Background: an optimization exercise with open tools, aiming at small area, a short achievable clock period and few clock cycles per item. Do not read the settings as production practice.
RTL that was checked went through simulation tests only; none was proved equivalent to the original.
Only the layout flow was run in run 1; the RTL was not checked for function there.
Power and IR drop assume default switching activity.

==> flow/design.v (outline; a module is shown in full before it is edited, if it fits) <==
// module FP16_MAC_pipeline: 954 lines
module FP16_MAC_pipeline(
    input [15:0]data_k,
    input [15:0]data_x,
    input [15:0]data_b,
    input rst,
    input input_valid,
    input clk,
    input [1:0]opcode,
    output reg [15:0]data_o,
    output reg output_up,
    output reg [1:0]opcode_o
    );
  // ...
==> flow/run.sh <==
#!/bin/bash
# synth_recipe.tcl (not shown) runs the flow's synth.tcl, then flattens the netlist and writes it again
# the make line also repeats each setting of config.mk as NAME=value (left out here)
make -C /OpenROAD-flow-scripts/flow DESIGN_CONFIG=/design/flow/config.mk WORK_HOME=/design/flow/orfs CLKGATE_MAP_FILE= SYNTH_SCRIPT=/design/flow/synth_recipe.tcl finish
==> flow/config.mk <==
export PLATFORM = sky130hd
export DESIGN_NAME = FP16_MAC_pipeline
export DESIGN_NICKNAME = FP16_MAC_pipeline
export VERILOG_FILES = /design/flow/design.v
export SDC_FILE = /design/flow/constraint.sdc
export NUM_CORES = 4
export LEC_CHECK = 0
export CAP_MARGIN = 20
export CORE_MARGIN = 2
export CORE_UTILIZATION = 60
export PLACE_DENSITY = 0.75
export SETUP_SLACK_MARGIN = 3.5
export SLEW_MARGIN = 20
==> flow/constraint.sdc <==
create_clock -name core_clock -period 6.0 [get_ports {clk}]
set_input_delay 1.2000 -clock core_clock [delete_from_list [all_inputs] [get_ports {clk}]]
set_output_delay 1.2000 -clock core_clock [all_outputs]
set_load 0.01 [all_outputs]
==> run summary, run 1 <==
Longest Clk Path Bufs=3; Placer Congestion=0.9225; r2r setup slk=3.43 ns; CP Launch Type=register; largest family of logic cells by synthesized area=compound AO/OA/AOI/OAI gates; Area after DPL=19340 um2; Most Used Layer, Global Route=met2; r2r endpoint=fs93_r2$_DFF_P_; P_comb=6.31 mW; cell family with the largest share of critical-path delay=adder cells; Max Slew Vio Count=0; Hold Path Stages=0; HPWL after DPL=30.85 mm; Post-Layout Inst Area=22370 um2; Post-DRT Antenna Nets=0; most frequent cells after synthesis=398 x dfxtp_1, 127 x nand2_1, 111 x a21oi_1; Crit Path Max Fanout=12; met3 Resource Use GR=~3.6%; Mean Syn Cell Area=10.09 um2; achievable frequency=0.3898 GHz; leading registers by flop count=a_r5 (34), a_r6 (34), pv_r4 (33); Final Util=73.52%; most common cell in the netlist=dfxtp_1; highest-count cells in the layout ignoring fill and taps=358 x dfxtp_1, 125 x nand2_1, 103 x xnor2_1; number of inserted diodes=1; Seq. cell area=between 8000 and 9000 um2; setup TNS=0 ns; status=finished clean; multi-input gates=roughly 1.2k; Initial Utilization=60.64%; area delta synth->final=21.24%; post-route clock period utilization=42.75%; total power=13.48 mW
==> run 2: changes to the inputs <==
--- a/flow/design.v
+++ b/flow/design.v
@@ -612,89 +612,79 @@
         sb_r2 <= sb_r1;
         sp_r2 <= sp_r1;
         v_r2 <= v_r1 & ~rst;
     end
     wire [21:0] p_2;
     assign p_2 = {hs111_r2, fs109_r2, fs107_r2, fs105_r2, fs103_r2, fs101_r2, fs99_r2, fs97_r2, fs95_r2, fs93_r2, fs91_r2, fs89_r2, fs87_r2, fs85_r2, fs83_r2, fs81_r2, fs79_r2, fs77_r2, hs75_r2, bn1_r2, pp0_1_r2, pp0_0_r2} + {fc110_r2, fc108_r2, fc106_r2, fc104_r2, fc102_r2, fc100_r2, fc98_r2, fc96_r2, fc94_r2, fc92_r2, fc90_r2, fc88_r2, fc86_r2, fc84_r2, fc82_r2, fc80_r2, fc78_r2, hc76_r2, hc74_r2, hs73_r2, 1'b0, bn0_r2};
     wire [4:0] ad_2;
     wire ph_2;
-    wire bA_2;
-    wire eA_2;
-    wire bB_2;
-    wire eB_2;
+    wire bX_2;
+    wire eX_2;
+    wire [6:0] eh_2;
     wire signed [6:0] dd_ctl2 = e0_r2 - {2'b00, eb_r2};
     wire [6:0] nd_ctl2 = -dd_ctl2;
     assign ph_2 = ~dd_ctl2[6];
     assign ad_2 = dd_ctl2[6] ? nd_ctl2[4:0] : dd_ctl2[4:0];
-    assign bA_2 = dd_ctl2 >= 7'sd22;
-    assign eA_2 = dd_ctl2 == 7'sd21;
-    assign bB_2 = dd_ctl2 <= -7'sd23;
-    assign eB_2 = dd_ctl2 == -7'sd22;
+    assign bX_2 = ph_2 ? (dd_ctl2 >= 7'sd22) : (dd_ctl2 <= -7'sd23);
+    assign eX_2 = ph_2 ? (dd_ctl2 == 7'sd21) : (dd_ctl2 == -7'sd22);
+    assign eh_2 = ph_2 ? e0_r2 : {2'b00, eb_r2};
     reg [4:0] ad_r3;
-    reg bA_r3;
-    reg bB_r3;
-    reg [6:0] e0_r3;
-    reg eA_r3;
-    reg eB_r3;
-    reg [4:0] eb_r3;
+    reg bX_r3;
+    reg eX_r3;
+    reg [6:0] eh_r3;
     reg [10:0] mb_r3;
     reg [1:0] op_r3;
     reg [21:0] p_r3;
     reg ph_r3;
     reg sb_r3;
     reg sp_r3;
     reg v_r3;
     always @(posedge clk) begin
         ad_r3 <= ad_2;
-        bA_r3 <= bA_2;
-        bB_r3 <= bB_2;
-        e0_r3 <= e0_r2;
-        eA_r3 <= eA_2;
-        eB_r3 <= eB_2;
-        eb_r3 <= eb_r2;
+        bX_r3 <= bX_2;
+        eX_r3 <= eX_2;
+        eh_r3 <= eh_2;
         mb_r3 <= mb_r2;
         op_r3 <= op_r2;
         p_r3 <= p_2;
         ph_r3 <= ph_2;
         sb_r3 <= sb_r2;
         sp_r3 <= sp_r2;
         v_r3 <= v_r2 & ~rst;
     end
     wire [32:0] pv_3;
     wire [21:0] gv_3;
-    wire [6:0] eh_3;
     wire zs_3;
     wire sh_3;
     wire sub_3;
     assign sub_3 = sp_r3 ^ sb_r3;
     wire p21_align3 = p_r3[21];
     wire ph_align3 = ph_r3;
     wire [21:0] pp_align3 = {p_r3[21:1], p_r3[0] & ~p21_align3};
-    wire big_align3 = ph_align3 ? (bA_r3 | (eA_r3 & p21_align3)) : (bB_r3 | (eB_r3 & ~p21_align3));
+    wire big_align3 = bX_r3 | (eX_r3 & (ph_align3 ~^ p21_align3));
     wire [21:0] hi_align3 = ph_align3 ? pp_align3 : {1'b0, mb_r3, 10'd0};
     wire [32:0] lo0_align3 = ph_align3 ? {1'b0, mb_r3, 21'd0} : {pp_align3, 11'd0};
     wire [32:0] lo1_align3 = lo0_align3 >> ad_r3;
     assign zs_3 = ph_align3 & p21_align3;
     wire [32:0] lx_align3 = {1'b0, (big_align3 ? 32'd0 : {lo1_align3[31:1], lo1_align3[0] & ~zs_3})} ^ {33{sub_3}};
     wire [32:0] hx_align3 = {hi_align3, 11'd0};
     assign pv_3 = hx_align3 ^ lx_align3;
     assign gv_3 = hi_align3 & lx_align3[32:11];
-    assign eh_3 = ph_align3 ? e0_r3 : {2'b00, eb_r3};
     assign sh_3 = ph_align3 ? sp_r3 : sb_r3;
     reg [6:0] eh_r4;
     reg [21:0] gv_r4;
     reg [1:0] op_r4;
     reg [32:0] pv_r4;
     reg sh_r4;
     reg sub_r4;
     reg v_r4;
     reg zs_r4;
     always @(posedge clk) begin
-        eh_r4 <= eh_3;
+        eh_r4 <= eh_r3;
         gv_r4 <= gv_3;
         op_r4 <= op_r3;
         pv_r4 <= pv_3;
         sh_r4 <= sh_3;
         sub_r4 <= sub_3;
         v_r4 <= v_r3 & ~rst;
         zs_r4 <= zs_3;
     end
==> flow/config.mk (replaced) <==
export PLATFORM = sky130hd
export DESIGN_NAME = FP16_MAC_pipeline
export DESIGN_NICKNAME = FP16_MAC_pipeline
export VERILOG_FILES = /design/flow/design.v
export SDC_FILE = /design/flow/constraint.sdc
export NUM_CORES = 4
export LEC_CHECK = 0
export CAP_MARGIN = 20
export CORE_MARGIN = 2
export CORE_UTILIZATION = 60
export CTS_CLUSTER_DIAMETER = 80
export CTS_CLUSTER_SIZE = 30
export PLACE_DENSITY = 0.75
export SETUP_SLACK_MARGIN = 3.5
export SLEW_MARGIN = 20
==> run summary, run 2 <==
status=finished clean (unchanged); Yosys cell types=76 (was 85); number of global-route vias before repair=12.73k (was 13.12k); highest-count cells in the layout ignoring fill and taps=342 x dfxtp_1, 122 x nand2_1, 110 x nor2_1 (was 358 x dfxtp_1, 125 x nand2_1, 103 x xnor2_1); power per cell area=550.4 nW/um2 (was 602.7 nW/um2); most common cell in the netlist=dfxtp_1 (unchanged); worst vdd ir=0.2522 mV (was 0.3036 mV); post-route clock period utilization=42.89% (was 42.75%); max incr delay on CP=0.35 ns (was 0.54 ns); Multi-input gate area=10460 um2 (was 10440 um2); global-route wire length before repair=63.85 mm (was 67.56 mm); final setup fails=0 (unchanged); hold buffer count at cts=0 (unchanged); Mean Syn Cell Area=9.883 um2 (was 10.09 um2); clk sinks=391 (was 398); CTS tree=done (unchanged); All-Layer GR Usage=24.94% (was 26.59%); HP Start=eh_r4[4]$_DFF_P_ (was op_r4[0]$_DFF_P_); cell family with the largest share of critical-path delay=adder cells (unchanged); Final #Nets=2120 (was 2133); Die Span X=178.8 um (was 179.4 um); Skew-Pair Late Insertion Delay=0.54 ns (about the same); root buffer cell=clkbuf_16 (unchanged); via count=13.54k (was 13.75k); Seq/Total Area, Yosys=42.72% (was 43.18%); crit-path cells=inv_2, ha_4, inv_2, fa_2, a21o_1, a21oi_2, o21ai_2, xnor2_2, buf_6, inv_4, ha_4, or3_1, o41ai_2 (was a22oi_1, xor2_1, fa_1, fa_1, inv_1, fa_1); Final Util=71.16% (was 73.52%); setup TNS=0 ns (unchanged); slowest cell on the critical path=or3_1 (was fa_1); Hold/Removal Path Class=reg -> reg (unchanged); drt first pass iters=7 (unchanged); Yosys top cell area share=42.72% (was 43.18%); HPWL after DPL=29.36 mm (was 30.85 mm); CTS Buf Count=18 (was 40); syn nets=2055 (was 2025); Post-DRT Antenna Nets=0 (unchanged); achievable frequency=0.3886 GHz (was 0.3898 GHz); largest cells by area after synthesis=dfxtp_1 43%, ha_1 7.2%, xnor2_1 5.2%, fa_1 4.7%, mux2i_1 3.6% (was dfxtp_1 43%, ha_1 6.8%, xnor2_1 5.2%, fa_1 4.7%, mux2i_1 3.3%); Setup CP Type=reg -> reg (unchanged); number of H-tree levels=1 (was 2); Row Count=63 (was 64); IO Port Bufs=71 (unchanged); minimum clock period=2.573 ns (was 2.565 ns); Vias/cell=5.848 (was 5.814); initial antenna violation count=0 (unchanged); largest net degree at the start of global routing=50 (was 46); CP Data Required Time=6.44 ns (was 6.41 ns); Initial Utilization=61.33% (was 60.64%); CP Launch Type=register (unchanged); Max Cap Viol=0 (unchanged); Comb pwr share=49.6% (was 46.8%); area delta synth->final=16.03% (was 21.24%); Crit path arrival time=3.02 ns (was 2.98 ns); slew margin rel.=52.89% (was 42.04%); I/O pin cnt=72 (unchanged); DR iter-0 viols=959 (was 721); most frequent cells after synthesis=391 x dfxtp_1, 124 x nand2_1, 113 x nor2_1 (was 398 x dfxtp_1, 127 x nand2_1, 111 x a21oi_1); CP bufs+invs=4 (was 1); Seq. cell area=7956 um2 (was 8090 um2); sequential power share=37.6% (was 33.8%); Longest Clk Path Bufs=3 (unchanged); Synth warnings=1 (unchanged); Setup Skew=0.02404 ns (was 0.009194 ns); CP endpoint kind=register (unchanged); Int Power=6.928 mW (was 8.240 mW); Routed WL=41.74 mm (was 44.75 mm); leakage power=8.765 nW (was 9.274 nW); number of inserted diodes=0 (was 1); layout cells sized above 1=17.13% (was 20.07%); Max Slew Vio Count=0 (unchanged); CP startpoint=e0_r2[0]$_DFF_P_ (was mk_r1[6]$_DFF_P_); leading registers by flop count=a_r5 (34), a_r6 (34), pv_r4 (33) (unchanged); Yosys reg bits=391 (was 398); Post-synth EDFFs=0 (unchanged); leading cell type in the layout, fill and taps excluded=dfxtp_1 (unchanged); fill count=2188 (was 2106); Placer Congestion=0.9959 (was 0.9225); Crit Path Max Fanout=2 (was 12); Yosys top cell by area=dfxtp_1 (unchanged); RSZ-0062 raised after global routing=true (unchanged); Residual DRC=0 (unchanged); Die Ht=178.8 um (was 179.4 um); gr ovfl total=0 (unchanged); Worst-Margin Slew=0.7013 ns (was 0.8694 ns); Cell Area, Synth=18320 um2 (was 18450 um2); Core Area=29870 um2 (was 30430 um2); Worst R2R Start=e0_r2[0]$_DFF_P_ (was mk_r1[6]$_DFF_P_); die area=31950 um2 (was 32170 um2); Clock transition at path regs=0.11 ns (was 0.06 ns); Avg WL per Cell=18.02 um (was 18.92 um); Net Sw Frac=40.79% (was 38.88%); Sw Pwr=4.773 mW (was 5.243 mW); Cells after Synth=1854 (was 1828); clock power share=12.8% (was 19.4%); most used flip-flop cell after synthesis=dfxtp_1 (unchanged); count of final hold-check violations=0 (unchanged); Async SR Flop Fraction=0% (unchanged)
-- run 2: changes by cell type after synthesis, sizes merged, moves of 7 or more --
cell,previous run,this run
a31oi,22,13
dfxtp,398,391
o21ai,71,81
clkbuf,70,79
inv,88,98
nor2,102,114
-- run 2: area by class of cell --
| type | count | area share [%] |
|---|---|---|
| clock buffer | 19 | 2.236 |
| clock inverter | 8 | 0.5944 |
| inverter | 101 | 1.872 |
| multi-input combinational | 1266 | 49.22 |
| sequential | 391 | 37.43 |
| tap | 390 | 2.295 |
| timing repair buffer | 141 | 6.356 |
-- run 2: path summary, 6_finish.rpt --
| kind | end | depth (start not counted) | slack (ns) |
|---|---|---|---|
| max | eX_r3$_DFF_P_ | 13 | 3.43 |
| min | eh_r5[4]$_DFF_P_ | 0 | 0.31 |
| max reg2reg | eX_r3$_DFF_P_ | 13 | 3.43 |
| min reg2reg | eh_r5[4]$_DFF_P_ | 0 | 0.31 |
-- run 2: layer usage --
layer	vias to the layer above	wire (um)	global-route usage, %
li1	6564	-	-
met1	6446	16870	30.03
met2	420	21310	46.16
met3	113	1827	2.481
met4	0	1731	8.774
met5	-	0	0
-- run 2: per-stage QoR --
stage	instance area, um2	cells	hold slack, ns	total power [mW]	setup slack (ns)
CTS	20330	2267	0.3216	11.12	3.469
finish	21260	2316	0.3137	11.70	3.427
global route	21260	2316	0.3311	12.53	3.356
detailed placement	19190	2220	0.3121	9.287	2.678
floorplan	18400	1854	0.3096	8.033	3.230
global placement	19190	2220	0.3097	9.167	2.751
-- run 2: what timing repair did --
| action | 4_1_cts | 5_1_grt |
|---|---|---|
| pin swaps | 16 | 50 |
| endpoints found under the setup margin | 144 | 109 |
| resized for setup | 120 | 146 |
| cloned | 5 | 4 |
| buffers inserted | 15 | 45 |
-- run 2: cell families (layout without fill, tap and decap cells) --
logic type / Yosys count / count (layout) / share of synthesized area [%]
flip-flops: 391 / 391 / 42.72
AND/OR/NAND/NOR: 432 / 437 / 11.47
AO/OA/AOI/OAI: 392 / 393 / 13.92
XOR/XNOR: 175 / 175 / 8.365
adder cells (fa/ha/maj): 148 / 148 / 11.87
multiplexers: 113 / 113 / 7.293
buffers and inverters: 203 / 269 / 4.370
-- run 2: worst register-to-register path: cells and delay by family, from the launching register on --
kind	cells	cell delay [ns]
xor+xnor	1	0.22
compound gates	4	0.63
fa+ha+maj	3	0.69
flops	1	0.33
buf+inv	4	0.26
simple gates	1	0.35
-- run 2: power groups by stage --
stage,logic [mW],registers [mW],clock network [mW]
floorplan,4.01,4.02,0
global placement,4.79,4.38,0
detailed placement,4.89,4.40,0
CTS,5.24,4.35,1.53
global route,6.40,4.50,1.63
finish,5.80,4.40,1.50
Testbench counts of run 2, summed over its fixed seeds: cycles 2,112, items 2,048.
==> run 3: changes to the inputs <==
--- a/flow/config.mk
+++ b/flow/config.mk
@@ -13,3 +13,4 @@
 export PLACE_DENSITY = 0.75
 export SETUP_SLACK_MARGIN = 3.5
 export SLEW_MARGIN = 20
+export TNS_END_PERCENT = 20
==> run summary, run 3 <==
Synth warnings=1 (unchanged); Post-Layout Inst Area=20810 um2 (was 21260 um2); Initial Utilization=61.33% (unchanged); IO Port Bufs=71 (unchanged); Clock transition at path regs=0.11 ns (about the same); final hold slack=0.3281 ns (was 0.3137 ns); Final #Nets=2103 (was 2120); global-route wire length before repair=65.52 mm (was 63.85 mm); leading registers by flop count=a_r5 (34), a_r6 (34), pv_r4 (33) (unchanged); simple-gate area share of the yosys netlist=11.47% (unchanged); fraction of the mapped netlist area in compound gates=13.92% (unchanged); Core Area=29870 um2 (unchanged); met3 Resource Use GR=2.566% (was 2.481%); Max Slew Vio Count=0 (unchanged); drt first pass iters=6 (was 7); All-Layer GR Usage=25.57% (was 24.94%); CTS tree=done (unchanged); met1 GRT Util=29.84% (was 30.03%); worst vdd ir=0.2543 mV (was 0.2522 mV); Vias/cell=5.867 (was 5.848); Yosys cell types=76 (unchanged); power per cell area=557.0 nW/um2 (was 550.4 nW/um2); Mean Syn Cell Area=9.883 um2 (unchanged); number of inserted diodes=0 (unchanged); Post-DRT Antenna Nets=0 (unchanged); Area after DPL=19190 um2 (unchanged); fill count=2228 (was 2188); number of H-tree levels=1 (unchanged); die area=31950 um2 (unchanged); Most Used Layer, Global Route=met2 (unchanged); Row Count=63 (unchanged); mux cell area share after synthesis=7.293% (unchanged); Crit Path Max Fanout=2 (unchanged); Seq/Total Area, Yosys=42.72% (unchanged); largest family of logic cells by synthesized area=compound AO/OA/AOI/OAI gates (unchanged); xor-xnor portion of the synthesized cell area=8.365% (unchanged); CP Data Required Time=6.43 ns (was 6.44 ns); gr ovfl total=0 (unchanged); most frequent cells after synthesis=391 x dfxtp_1, 124 x nand2_1, 113 x nor2_1 (unchanged); Hold/Removal Path Class=reg -> reg (unchanged); CP Launch Type=register (unchanged); minimum clock period=2.709 ns (was 2.573 ns); leakage power=8.640 nW (was 8.765 nW); largest cells by area after synthesis=dfxtp_1 43%, ha_1 7.2%, xnor2_1 5.2%, fa_1 4.7%, mux2i_1 3.6% (unchanged); HPWL after DPL=29.95 mm (was 29.36 mm); adder-cell area share of the yosys netlist=11.87% (unchanged); total power=11.59 mW (was 11.70 mW); post-route clock period utilization=45.14% (was 42.89%); Longest Clk Path Bufs=3 (unchanged); setup TNS=0 ns (unchanged); Routed WL=42.20 mm (was 41.74 mm); Placer Congestion=0.9764 (was 0.9959); syn nets=2055 (unchanged); CTS Buf Count=19 (was 18); largest net degree at the start of global routing=50 (unchanged); slew margin rel.=47.31% (was 52.89%); Yosys top cell area share=42.72% (unchanged); Setup Skew=0.01975 ns (was 0.02404 ns); Cell Area, Synth=18320 um2 (unchanged); status=finished clean (unchanged); Avg WL per Cell=18.36 um (was 18.02 um); via count=13.49k (was 13.54k); Die Ht=178.8 um (unchanged); Die Span X=178.8 um (unchanged); Yosys top cell by area=dfxtp_1 (unchanged); hold buffer count at cts=0 (unchanged); Cells after Synth=1854 (unchanged); count of final hold-check violations=0 (unchanged); root buffer cell=clkbuf_16 (unchanged); CP endpoint kind=register (unchanged); Crit path arrival time=3.14 ns (was 3.02 ns); final setup fails=0 (unchanged); Post-synth EDFFs=0 (unchanged); RSZ-0062 raised after global routing=true (unchanged); area delta synth->final=13.57% (was 16.03%); most common cell in the netlist=dfxtp_1 (unchanged); Worst-Margin Slew=0.7893 ns (was 0.7013 ns); clk sinks=391 (unchanged); Async SR Flop Fraction=0% (unchanged); pre-CTS WS=2.672 ns (was 2.678 ns); achievable frequency=0.3692 GHz (was 0.3886 GHz); highest-count cells in the layout ignoring fill and taps=354 x dfxtp_1, 121 x nand2_1, 112 x nor2_1 (was 342 x dfxtp_1, 122 x nand2_1, 110 x nor2_1); Final WS setup=3.291 ns (was 3.427 ns); Skew-Pair Late Insertion Delay=0.53 ns (was 0.54 ns); layout cells sized above 1=13.57% (was 17.13%); Setup CP Type=reg -> reg (unchanged); I/O pin cnt=72 (unchanged); most used flip-flop cell after synthesis=dfxtp_1 (unchanged); Residual DRC=0 (unchanged); Max Cap Viol=0 (unchanged); DR iter-0 viols=922 (was 959); Yosys reg bits=391 (unchanged); number of global-route vias before repair=13.11k (was 12.73k); met2 usage in global routing=48.54% (was 46.16%); initial antenna violation count=0 (unchanged); leading cell type in the layout, fill and taps excluded=dfxtp_1 (unchanged)
-- run 3: routing by layer --
layer	routed length [um]	vias up	share of wire, %
li1	-	6518	-
met1	16890	6435	40
met2	21890	431	52
met3	1970	105	4.7
met4	1450	0	3.4
met5	0	-	0
-- run 3: kinds of logic (layout without fill, tap and decap cells) --
logic type,count (synthesis),count (layout)
flops,391,391
fa+ha+maj,148,148
buf+inv,203,253
simple gates,432,436
mux,113,113
xor+xnor,175,175
compound gates,392,393
-- run 3: final cells by class --
type | count | area (um2) | share of cell area (%)
multi-input cells | 1265 | 10200 | 49.00
well taps | 390 | 488.0 | 2.345
flip-flops and latches | 391 | 7889 | 37.91
clock buffers | 20 | 489.2 | 2.351
inverters | 101 | 392.9 | 1.888
repair buffers | 124 | 1222 | 5.875
clock inverters | 8 | 131.4 | 0.6314
-- run 3: final timing paths --
path | cells after the start | slack, ns | to | from
worst max-delay path | 13 | 3.29 | eX_r3$_DFF_P_ | e0_r2[0]$_DFF_P_
worst min-delay path | 0 | 0.33 | op_r6[1]$_DFF_P_ | op_r5[1]$_DFF_P_
worst min register to register | 0 | 0.33 | op_r6[1]$_DFF_P_ | op_r5[1]$_DFF_P_
worst max register to register | 13 | 3.29 | eX_r3$_DFF_P_ | e0_r2[0]$_DFF_P_
-- run 3: worst max-delay path: stages, from the launching register on --
cell and delay, ns:
dfxtp_2 0.34, inv_2 0.05, ha_4 0.14, inv_2 0.04, fa_2 0.37, a21o_1 0.18
a21oi_2 0.17, o21ai_2 0.10, xnor2_2 0.22, buf_6 0.14, inv_2 0.04, ha_4 0.22
or3_1 0.35, o41ai_2 0.24
-- run 3: repair_timing --
item / in CTS / in global routing
pin swaps: 21 / 31
setup endpoints to repair: 149 / 133
gates cloned: 6 / 3
buffers inserted: 22 / 20
resized for setup: 76 / 67
-- run 3: where the power goes --
| part | internal, mW | switching, mW |
|---|---|---|
| Sequential | 3.55 | 0.839 |
| Combinational | 2.62 | 3.06 |
| Clock | 0.670 | 0.854 |
-- run 3: per-stage QoR --
step                      cells  util (%)
after detailed placement   2220     64.25
final                      2299     69.65
after floorplan            1854         -
after CTS                  2276     68.07
after global routing       2299     69.65
after global placement     2220     64.25
==> run 4: changes to the inputs <==
--- a/flow/config.mk
+++ b/flow/config.mk
@@ -11,6 +11,5 @@
 export CTS_CLUSTER_DIAMETER = 80
 export CTS_CLUSTER_SIZE = 30
 export PLACE_DENSITY = 0.75
-export SETUP_SLACK_MARGIN = 3.5
+export SETUP_SLACK_MARGIN = 3.1
 export SLEW_MARGIN = 20
-export TNS_END_PERCENT = 20
==> run summary, run 4 <==
Worst-Margin Slew=0.9956 ns (was 0.7893 ns); Mean Syn Cell Area=9.883 um2 (unchanged); Setup CP Type=reg -> reg (unchanged); slew margin rel.=33.53% (was 47.31%); Residual DRC=0 (unchanged); Cells after Synth=1854 (unchanged); CTS tree=done (unchanged); largest cells by area after synthesis=dfxtp_1 43%, ha_1 7.2%, xnor2_1 5.2%, fa_1 4.7%, mux2i_1 3.6% (unchanged); drt first pass iters=7 (was 6); IO Port Bufs=71 (unchanged); clock power share=13.5% (was 13.1%); Initial Utilization=61.33% (unchanged); Die Ht=178.8 um (unchanged); total power=10.94 mW (was 11.59 mW); simple-gate area share of the yosys netlist=11.47% (unchanged); final setup fails=0 (unchanged); dpl cells=2221 (was 2220); Placer Congestion=0.9395 (was 0.9764); adder-cell area share of the yosys netlist=11.87% (unchanged); Int Power=6.493 mW (was 6.840 mW); leakage power=8.337 nW (was 8.640 nW); gr ovfl total=0 (unchanged); Post-synth EDFFs=0 (unchanged); Final Util=67.05% (was 69.65%); Max Cap Viol=0 (unchanged); Crit Path Max Fanout=2 (unchanged); RSZ-0062 raised after global routing=true (unchanged); CP Data Required Time=6.45 ns (was 6.43 ns); setup TNS=0 ns (unchanged); HPWL after DPL=29.67 mm (was 29.95 mm); fill count=2310 (was 2228); count of final hold-check violations=0 (unchanged); most frequent cells after synthesis=391 x dfxtp_1, 124 x nand2_1, 113 x nor2_1 (unchanged); Final #Nets=2065 (was 2103); CP Launch Type=register (unchanged); Hold/Removal Path Class=reg -> reg (unchanged); Yosys top cell area share=42.72% (unchanged); Crit path arrival time=3.29 ns (was 3.14 ns); Post-DRT Antenna Nets=0 (unchanged); Longest Clk Path Bufs=3 (unchanged); syn nets=2055 (unchanged); number of inserted diodes=0 (unchanged); Yosys cell types=76 (unchanged); Die Span X=178.8 um (unchanged); die area=31950 um2 (unchanged); achievable frequency=0.3523 GHz (was 0.3692 GHz); post-route clock period utilization=47.31% (was 45.14%); most used flip-flop cell after synthesis=dfxtp_1 (unchanged); number of H-tree levels=1 (unchanged); Clock transition at path regs=0.10 ns (was 0.11 ns); fraction of the mapped netlist area in compound gates=13.92% (unchanged); Routed WL=38.82 mm (was 42.20 mm); slowest cell on the critical path=dfxtp_1 (was fa_2); DR iter-0 viols=753 (was 922); Skew-Pair Late Insertion Delay=0.54 ns (was 0.53 ns); status=finished clean (unchanged); xor-xnor portion of the synthesized cell area=8.365% (unchanged); Avg WL per Cell=17.15 um (was 18.36 um); number of global-route vias before repair=12.71k (was 13.11k); crit-path cells=ha_4, inv_2, fa_2, a21o_1, a21oi_2, o21ai_2, xnor2_2, buf_6, inv_2, ha_4, or3_4, o41ai_2 (was inv_2, ha_4, inv_2, fa_2, a21o_1, a21oi_2, o21ai_2, xnor2_2, buf_6, inv_2, ha_4, or3_1, o41ai_2); area delta synth->final=9.328% (was 13.57%); final std cells w/o fill=2263 (was 2299); largest net degree at the start of global routing=50 (unchanged); Cell Area, Synth=18320 um2 (unchanged); highest-count cells in the layout ignoring fill and taps=384 x dfxtp_1, 124 x nand2_1, 113 x nor2_1 (was 354 x dfxtp_1, 121 x nand2_1, 112 x nor2_1); Net Sw Frac=40.64% (was 40.99%); leading registers by flop count=a_r5 (34), a_r6 (34), pv_r4 (33) (unchanged); mux cell area share after synthesis=7.293% (unchanged); Synth warnings=1 (unchanged); All-Layer GR Usage=24.35% (was 25.57%); Row Count=63 (unchanged); Yosys top cell by area=dfxtp_1 (unchanged); Seq/Total Area, Yosys=42.72% (unchanged); Vias/cell=5.730 (was 5.867); CP endpoint kind=register (unchanged); I/O pin cnt=72 (unchanged); leading cell type in the layout, fill and taps excluded=dfxtp_1 (unchanged); CP bufs+invs=3 (was 4); layout cells sized above 1=7.581% (was 13.57%); Setup Skew=0.02707 ns (was 0.01975 ns); global-route wire length before repair=62.91 mm (was 65.52 mm); Async SR Flop Fraction=0% (unchanged); max incr delay on CP=0.39 ns (was 0.37 ns); minimum clock period=2.838 ns (was 2.709 ns); initial antenna violation count=0 (unchanged); Comb pwr share=46.9% (was 49.0%); most common cell in the netlist=dfxtp_1 (unchanged); hold buffer count at cts=0 (unchanged); power per cell area=546.0 nW/um2 (was 557.0 nW/um2); worst vdd ir=0.2975 mV (was 0.2543 mV); Yosys reg bits=391 (unchanged); Sw Pwr=4.445 mW (was 4.750 mW); Core Area=29870 um2 (unchanged); clk sinks=391 (unchanged); via count=12.97k (was 13.49k); Max Slew Vio Count=0 (unchanged); largest family of logic cells by synthesized area=compound AO/OA/AOI/OAI gates (unchanged); cell family with the largest share of critical-path delay=compound AO/OA/AOI/OAI gates (was adder cells); CTS Buf Count=19 (unchanged); sequential power share=39.6% (was 37.9%); root buffer cell=clkbuf_16 (unchanged)
[run 4: worst paths after layout]
kind,slack (ns),cells past startpoint,endpoint,start
max,3.16,12,eX_r3$_DFF_P_,eb_r2[0]$_DFF_P_
min,0.33,0,eh_r4[0]$_DFF_P_,eh_r3[0]$_DFF_P_
max reg2reg,3.16,12,eX_r3$_DFF_P_,eb_r2[0]$_DFF_P_
min reg2reg,0.33,0,eh_r4[0]$_DFF_P_,eh_r3[0]$_DFF_P_
[run 4: worst reg2reg max path, cell delays in order (launching register included)]
cell	delay, ns
dfxtp_1	0.39
ha_4	0.15
inv_2	0.04
fa_2	0.39
a21o_1	0.21
a21oi_2	0.16
o21ai_2	0.11
xnor2_2	0.18
buf_6	0.13
inv_2	0.04
ha_4	0.23
or3_4	0.36
o41ai_2	0.35
[run 4: final cells by class]
type                            instances  area, um2  share of cell area (%)
Multi-Input combinational cell       1261       9856                   49.20
Sequential cell                       391       7836                   39.12
Timing Repair Buffer                   90      873.3                   4.360
Tap cell                              390      488.0                   2.436
Clock buffer                           20      479.2                   2.392
Inverter                              101      382.9                   1.911
Clock inverter                         10      116.4                  0.5809
[run 4: metal layers]
metal	vias up	routed length [um]	share of wire, %	global-route usage, %
met4	0	1245	3.2	7.351
met5	-	0	0	0
met3	89	1663	4.3	2.757
met2	362	19820	51	45.30
met1	6095	16090	41	29.39
li1	6422	-	-	-
[run 4: kinds of logic after synthesis]
family	after synthesis
buffers and inverters	203
DFF	391
AOI/OAI and AO/OA	392
adders and majority gates	148
and+or+nand+nor	432
xor gates and xnor gates	175
muxes	113
[run 4: power by group through the flow]
stage / Sequential [mW] / Combinational (mW) / Clock, mW
CTS: 4.32 / 5.01 / 1.51
finish: 4.34 / 5.12 / 1.48
detailed placement: 4.38 / 4.92 / 0
global placement: 4.36 / 4.79 / 0
global route: 4.44 / 5.75 / 1.59
floorplan: 4.02 / 3.99 / 0
[run 4: per-stage QoR]
stage / hold WS (ns) / setup WS [ns] / cell area (um2)
global placement: 0.3098 / 2.907 / 19180
finish: 0.3349 / 3.162 / 20030
floorplan: 0.3096 / 3.022 / 18330
global route: 0.3417 / 3.076 / 20030
CTS: 0.3362 / 3.087 / 19840
detailed placement: 0.3121 / 2.851 / 19180
[run 4: timing repair]
action                                  in CTS  in global routing
endpoints found under the setup margin      60                 55
gates cloned                                 1                  1
buffers inserted                             1                  9
resized for setup                           13                 27
pin swaps                                    1                 12
==> run 5: changes to the inputs <==
--- a/flow/config.mk
+++ b/flow/config.mk
@@ -11,5 +11,5 @@
 export CTS_CLUSTER_DIAMETER = 80
 export CTS_CLUSTER_SIZE = 30
 export PLACE_DENSITY = 0.75
-export SETUP_SLACK_MARGIN = 3.1
+export SETUP_SLACK_MARGIN = 3.3
 export SLEW_MARGIN = 20
==> run summary, run 5 <==
Cell Area, Synth=18320 um2 (unchanged); CP Data Required Time=6.46 ns (was 6.45 ns); Longest Clk Path Bufs=3 (unchanged); Avg WL per Cell=17.49 um (was 17.15 um); status=finished clean (unchanged); number of H-tree levels=1 (unchanged); final setup fails=0 (unchanged); RSZ-0062 raised after global routing=true (unchanged); Placer Congestion=0.9625 (was 0.9395); leakage power=8.329 nW (was 8.337 nW); Seq/Total Area, Yosys=42.72% (unchanged); dpl cells=2220 (was 2221); final std cells w/o fill=2260 (was 2263); gr ovfl total=0 (unchanged); Crit Path Max Fanout=4 (was 2); Setup CP Type=reg -> reg (unchanged); hold buffer count at cts=0 (unchanged); leading cell type in the layout, fill and taps excluded=dfxtp_1 (unchanged); I/O pin cnt=72 (unchanged); Core Area=29870 um2 (unchanged); global-route wire length before repair=63.67 mm (was 62.91 mm); setup TNS=0 ns (unchanged); post-route clock period utilization=43.82% (was 47.31%); CTS tree=done (unchanged); Row Count=63 (unchanged); IO Port Bufs=71 (unchanged); Crit path arrival time=3.09 ns (was 3.29 ns); Post-synth EDFFs=0 (unchanged); slew margin rel.=54.04% (was 33.53%); CP Launch Type=register (unchanged); CP endpoint kind=register (unchanged); Post-Layout Inst Area=20150 um2 (was 20030 um2); Final #Nets=2066 (was 2065); Residual DRC=0 (unchanged); most frequent cells after synthesis=391 x dfxtp_1, 124 x nand2_1, 113 x nor2_1 (unchanged); Synth warnings=1 (unchanged); highest-count cells in the layout ignoring fill and taps=359 x dfxtp_1, 124 x nand2_1, 111 x nor2_1 (was 384 x dfxtp_1, 124 x nand2_1, 113 x nor2_1); Async SR Flop Fraction=0% (unchanged); minimum clock period=2.629 ns (was 2.838 ns); CTS Buf Count=17 (was 19); Routed WL=39.53 mm (was 38.82 mm); number of inserted diodes=0 (unchanged); via count=13.02k (was 12.97k); crit-path cells=ha_2, ha_2, a21oi_2, o21ai_2, o41a_1, o41ai_4, buf_4, o31ai_2, o21a_1, nor2_1, xnor2_1 (was ha_4, inv_2, fa_2, a21o_1, a21oi_2, o21ai_2, xnor2_2, buf_6, inv_2, ha_4, or3_4, o41ai_2); Skew-Pair Late Insertion Delay=0.53 ns (was 0.54 ns); Vias/cell=5.760 (was 5.730); Setup Skew=0.01167 ns (was 0.02707 ns); Mean Syn Cell Area=9.883 um2 (unchanged); HPWL after DPL=29.68 mm (was 29.67 mm); Max Slew Vio Count=0 (unchanged); final hold slack=0.3302 ns (was 0.3349 ns); die area=31950 um2 (unchanged); count of final hold-check violations=0 (unchanged); Yosys top cell by area=dfxtp_1 (unchanged); Initial Utilization=61.33% (unchanged); worst vdd ir=0.2473 mV (was 0.2975 mV); Final Util=67.43% (was 67.05%); Max Cap Viol=0 (unchanged); Die Ht=178.8 um (unchanged); power per cell area=544.3 nW/um2 (was 546.0 nW/um2); most common cell in the netlist=dfxtp_1 (unchanged); Post-DRT Antenna Nets=0 (unchanged); fill count=2325 (was 2310); Area after DPL=19180 um2 (about the same); Yosys top cell area share=42.72% (unchanged); All-Layer GR Usage=24.84% (was 24.35%); Yosys cell types=76 (unchanged); Cells after Synth=1854 (unchanged); Yosys reg bits=391 (unchanged); Die Span X=178.8 um (unchanged); Worst-Margin Slew=0.6808 ns (was 0.9956 ns); clk sinks=391 (unchanged); drt first pass iters=7 (unchanged); area delta synth->final=9.950% (was 9.328%); largest net degree at the start of global routing=50 (unchanged); syn nets=2055 (unchanged); DR iter-0 viols=785 (was 753); achievable frequency=0.3803 GHz (was 0.3523 GHz); largest cells by area after synthesis=dfxtp_1 43%, ha_1 7.2%, xnor2_1 5.2%, fa_1 4.7%, mux2i_1 3.6% (unchanged); most frequent CP cell=ha_2; layout cells sized above 1=9.786% (was 7.581%); Hold/Removal Path Class=reg -> reg (unchanged); Clock transition at path regs=0.10 ns (about the same); most used flip-flop cell after synthesis=dfxtp_1 (unchanged); leading registers by flop count=a_r5 (34), a_r6 (34), pv_r4 (33) (unchanged); initial antenna violation count=0 (unchanged); root buffer cell=clkbuf_16 (unchanged); number of global-route vias before repair=12.62k (was 12.71k); max incr delay on CP=0.46 ns (was 0.39 ns); slowest cell on the critical path=o41a_1 (was dfxtp_1)
run 5: worst paths after layout:
check / from / endpoint / slack (ns) / depth (start not counted)
worst max register to register: bn0_r2$_DFF_P_ / p_r3[16]$_DFF_P_ / 3.37 / 11
worst min-delay path: sp_r1$_DFF_P_ / sp_r2$_DFF_P_ / 0.33 / 0
worst max-delay path: bn0_r2$_DFF_P_ / p_r3[16]$_DFF_P_ / 3.37 / 11
worst min register to register: sp_r1$_DFF_P_ / sp_r2$_DFF_P_ / 0.33 / 0
run 5: critical path, delay by kind of cell (launching register included):
family	cells	cell delay, ns
compound gates	6	1.39
xor+xnor	1	0.12
fa+ha+maj	2	0.38
buf+inv	1	0.23
flops	1	0.32
simple gates	1	0.13
run 5: what timing repair did:
action                     CTS  global route
pin swaps                   19            12
setup endpoints to repair  110            96
hold endpoints to repair     0             0
gates resized for setup     44            47
buffers inserted             9             3
cloned                       3             1
run 5: cells by family after synthesis:
family          Yosys count  share of synthesized area (%)
compound gates          392                          13.92
buf+inv                 203                          4.370
fa+ha+maj               148                          11.87
mux                     113                          7.293
xor+xnor                175                          8.365
simple gates            432                          11.47
flops                   391                          42.72
run 5: area by class of cell:
type                       count  area [um2]  area share, %
clock buffer                  19       442.9          2.199
clock inverter                 5       66.31         0.3292
inverter                     101       386.6          1.919
multi-input combinational   1262        9958          49.43
sequential                   391        7875          39.09
tap                          390       488.0          2.422
timing repair buffer          92       928.4          4.608
run 5: power by group:
| group | internal (mW) | leakage (nW) | switching [mW] |
|---|---|---|---|
| Sequential | 3.55 | 3.29 | 0.810 |
| Combinational | 2.38 | 4.80 | 2.87 |
| Clock | 0.588 | 0.247 | 0.771 |
| Total | 6.52 | 8.33 | 4.45 |
run 5: stage by stage:
stage | total power [mW] | worst slack (ns)
global placement | 9.159 | 2.871
CTS | 10.84 | 3.295
floorplan | 8.026 | 3.230
finish | 10.97 | 3.371
global route | 11.82 | 3.256
detailed placement | 9.288 | 2.875
run 5: routing by layer:
metal	vias up	global-route usage, %	wire, um
met2	349	46.35	20490
met4	0	7.317	994
met3	71	2.481	1508
met5	-	0	0
li1	6443	-	-
met1	6155	30.14	16540
==> run 6: changes to the inputs <==
==> flow/flow/run.sh (new file) <==
#!/bin/bash
# The standard layout (standard.sh), with one change: the buffers that
# buffer_ports puts on every input and output port are buf_2 cells.
set -o pipefail
export BUFFER_PORTS_ARGS="-buffer_cell sky130_fd_sc_hd__buf_2"
bash standard.sh > standard.log 2>&1
==> flow/standard.sh (new file) <==
#!/bin/bash
# synth_recipe.tcl (not shown) runs the flow's synth.tcl, then flattens the netlist and writes it again
# the make line also repeats each setting of config.mk as NAME=value (left out here)
make -C /OpenROAD-flow-scripts/flow DESIGN_CONFIG=/design/flow/config.mk WORK_HOME=/design/flow/orfs CLKGATE_MAP_FILE= SYNTH_SCRIPT=/design/flow/synth_recipe.tcl "${@:-finish}"
--- a/flow/config.mk
+++ b/flow/config.mk
@@ -11,5 +11,5 @@
 export CTS_CLUSTER_DIAMETER = 80
 export CTS_CLUSTER_SIZE = 30
 export PLACE_DENSITY = 0.75
-export SETUP_SLACK_MARGIN = 3.3
+export SETUP_SLACK_MARGIN = 3.5
 export SLEW_MARGIN = 20
removed: flow/run.sh
==> run summary, run 6 <==
slew margin rel.=53.35% (was 54.04%); area delta synth->final=15.05% (was 9.950%); final setup fails=0 (unchanged); drt first pass iters=5 (was 7); die area=31950 um2 (unchanged); Crit path arrival time=3.08 ns (was 3.09 ns); CP Launch Type=register (unchanged); largest cells by area after synthesis=dfxtp_1 43%, ha_1 7.2%, xnor2_1 5.2%, fa_1 4.7%, mux2i_1 3.6% (unchanged); RSZ-0062 raised after global routing=true (unchanged); power per cell area=552.4 nW/um2 (was 544.3 nW/um2); Net Sw Frac=41.33% (was 40.58%); pre-CTS WS=2.839 ns (was 2.875 ns); Final #Nets=2133 (was 2066); Residual DRC=0 (unchanged); Yosys top cell by area=dfxtp_1 (unchanged); via count=13.73k (was 13.02k); Avg WL per Cell=18.81 um (was 17.49 um); Mean Syn Cell Area=9.883 um2 (unchanged); Yosys top cell area share=42.72% (unchanged); layout cells sized above 1=21.99% (was 9.786%); post-route clock period utilization=43.54% (was 43.82%); Post-synth EDFFs=0 (unchanged); Worst-Margin Slew=0.6934 ns (was 0.6808 ns); Placer Congestion=0.9625 (unchanged); setup TNS=0 ns (unchanged); clk sinks=391 (unchanged); Setup CP Type=reg -> reg (unchanged); Row Count=63 (unchanged); number of inserted diodes=0 (unchanged); Area after DPL=18840 um2 (was 19180 um2); Die Ht=178.8 um (unchanged); achievable frequency=0.3828 GHz (was 0.3803 GHz); Seq/Total Area, Yosys=42.72% (unchanged); most frequent cells after synthesis=391 x dfxtp_1, 124 x nand2_1, 113 x nor2_1 (unchanged); Hold/Removal Path Class=reg -> reg (unchanged); status=finished clean (unchanged); highest-count cells in the layout ignoring fill and taps=341 x dfxtp_1, 121 x nand2_1, 108 x nor2_1 (was 359 x dfxtp_1, 124 x nand2_1, 111 x nor2_1); Final WS setup=3.388 ns (was 3.371 ns); CP Data Required Time=6.47 ns (was 6.46 ns); Synth warnings=1 (unchanged); gr ovfl total=0 (unchanged); CP endpoint kind=register (unchanged); Max Cap Viol=0 (unchanged); Die Span X=178.8 um (unchanged); most used flip-flop cell after synthesis=dfxtp_1 (unchanged); Crit Path Max Fanout=6 (was 4); I/O pin cnt=72 (unchanged); Int Power=6.832 mW (was 6.515 mW); Cells after Synth=1854 (unchanged); Sw Pwr=4.814 mW (was 4.450 mW); worst vdd ir=0.2728 mV (was 0.2473 mV); Async SR Flop Fraction=0% (unchanged); Comb pwr share=49.9% (was 47.9%); fill count=2183 (was 2325); largest net degree at the start of global routing=50 (unchanged); CTS Buf Count=18 (was 17); Yosys cell types=76 (unchanged); Initial Utilization=61.33% (unchanged); DR iter-0 viols=829 (was 785); root buffer cell=clkbuf_16 (unchanged); Post-Layout Inst Area=21080 um2 (was 20150 um2); HPWL after DPL=29.78 mm (was 29.68 mm); syn nets=2055 (unchanged); Longest Clk Path Bufs=3 (unchanged); most common cell in the netlist=dfxtp_1 (unchanged); sequential power share=37.9% (was 39.7%); CTS tree=done (unchanged); Post-DRT Antenna Nets=0 (unchanged); global-route wire length before repair=65.36 mm (was 63.67 mm); leading cell type in the layout, fill and taps excluded=dfxtp_1 (unchanged); minimum clock period=2.612 ns (was 2.629 ns); Max Slew Vio Count=0 (unchanged); number of global-route vias before repair=12.93k (was 12.62k); Yosys reg bits=391 (unchanged); Core Area=29870 um2 (unchanged); IO Port Bufs=71 (unchanged); total power=11.65 mW (was 10.97 mW); number of H-tree levels=1 (unchanged); hold buffer count at cts=0 (unchanged); Setup Skew=0.01912 ns (was 0.01167 ns); clock power share=12.2% (was 12.4%); Clock transition at path regs=0.10 ns (about the same); leading registers by flop count=a_r5 (34), a_r6 (34), pv_r4 (33) (unchanged); All-Layer GR Usage=25.54% (was 24.84%); Skew-Pair Late Insertion Delay=0.53 ns (about the same); Cell Area, Synth=18320 um2 (unchanged); Vias/cell=5.901 (was 5.760); leakage power=8.830 nW (was 8.329 nW); count of final hold-check violations=0 (unchanged); Routed WL=43.76 mm (was 39.53 mm); initial antenna violation count=0 (unchanged)
## run 6: kinds of logic after synthesis
| group | after synthesis | share of synthesized area (%) |
|---|---|---|
| flip-flops | 391 | 42.72 |
| AO/OA/AOI/OAI | 392 | 13.92 |
| XOR/XNOR | 175 | 8.365 |
| adder cells (fa/ha/maj) | 148 | 11.87 |
| multiplexers | 113 | 7.293 |
| AND/OR/NAND/NOR | 432 | 11.47 |
| buffers and inverters | 203 | 4.370 |
## run 6: metal layers
| metal | vias to the layer above | global-route usage [%] | part of all wire, % |
|---|---|---|---|
| li1 | 6588 | - | - |
| met1 | 6546 | 30.79 | 40 |
| met2 | 477 | 47.73 | 51 |
| met3 | 121 | 2.523 | 4.8 |
| met4 | 0 | 7.927 | 4.2 |
| met5 | - | 0 | 0 |
## run 6: area by class of cell
class | count | area (um2) | area share [%]
clock buffer | 20 | 479.2 | 2.273
tap | 390 | 488.0 | 2.315
clock inverter | 5 | 66.31 | 0.3146
multi-input combinational | 1266 | 10560 | 50.07
sequential | 391 | 7963 | 37.77
timing repair buffer | 154 | 1135 | 5.383
inverter | 101 | 394.1 | 1.870
## run 6: critical path, stage by stage (launching register included)
cell and delay [ns]:
dfxtp_4 0.37, buf_12 0.14, a22oi_2 0.18, xor2_1 0.26
fa_1 0.50, fa_2 0.57, inv_1 0.05, fa_2 0.50
## run 6: per-stage QoR
step | cells | hold slack [ns] | util (%)
finish | 2327 | 0.3297 | 70.56
global route | 2327 | 0.3383 | 70.56
CTS | 2271 | 0.3320 | 66.67
detailed placement | 2220 | 0.3121 | 63.06
global placement | 2220 | 0.3096 | 63.06
floorplan | 1854 | 0.3096 | -
## run 6: repair_timing
item	4_1_cts	5_1_grt
endpoints found under the setup margin	125	120
pin swaps	22	72
resized for setup	87	193
cloned	4	6
buffers inserted	22	50
## run 6: power groups by stage
stage	Clock (mW)	Combinational, mW	Sequential [mW]
after CTS	1.45	5.20	4.35
after global placement	0	4.73	4.38
after global routing	1.56	6.42	4.51
after detailed placement	0	4.84	4.40
after floorplan	0	4.01	4.02
final	1.42	5.81	4.42
## run 6: final timing paths
| check | startpoint | end | slack (ns) | depth (start not counted) |
|---|---|---|---|---|
| min | mb_r2[8]$_DFF_P_ | mb_r3[8]$_DFF_P_ | 0.33 | 0 |
| max | mk_r1[6]$_DFF_P_ | fs97_r2$_DFF_P_ | 3.39 | 7 |
| min reg2reg | mb_r2[8]$_DFF_P_ | mb_r3[8]$_DFF_P_ | 0.33 | 0 |
| max reg2reg | mk_r1[6]$_DFF_P_ | fs97_r2$_DFF_P_ | 3.39 | 7 |

static timing again, ports no longer ideal:
How much do the figures lean on ideal ports? The routed layouts below were timed once more, with nothing changed but the port constraints.
Step 1, drivers: a clkbuf_16 drives clk and a buf_2 each remaining input, both assumed.
Step 2, shift: input delay + t, output delay - t, t = (earliest + latest rising clock arrival at the registers) / 2. This alone moves slack from input paths to output paths.
Slacks: ideal ports / drivers / drivers and shift; pairs: ideal ports / drivers.
run	shift t [ns]	setup slack, ns	hold WS [ns]	cell pins on the clock port's net
run 1	0.585	3.435 / 3.435 / 3.086	0.323 / 0.323 / 0.323	1
run 2	0.573	3.427 / 3.427 / 3.059	0.314 / 0.314 / 0.314	1
run 3	0.568	3.291 / 3.291 / 2.967	0.328 / 0.328 / 0.328	1
run 4	0.582	3.162 / 3.162 / 3.077	0.335 / 0.335 / 0.335	1
run 5	0.579	3.371 / 3.354 / 3.091	0.330 / 0.330 / 0.330	1
run 6	0.575	3.388 / 3.388 / 3.294	0.330 / 0.330 / 0.330	1
After both steps every run listed still meets setup and hold. The setup slack of run 2, which loses most, moves by 0.000 ns with the drivers and by -0.368 ns with both steps.
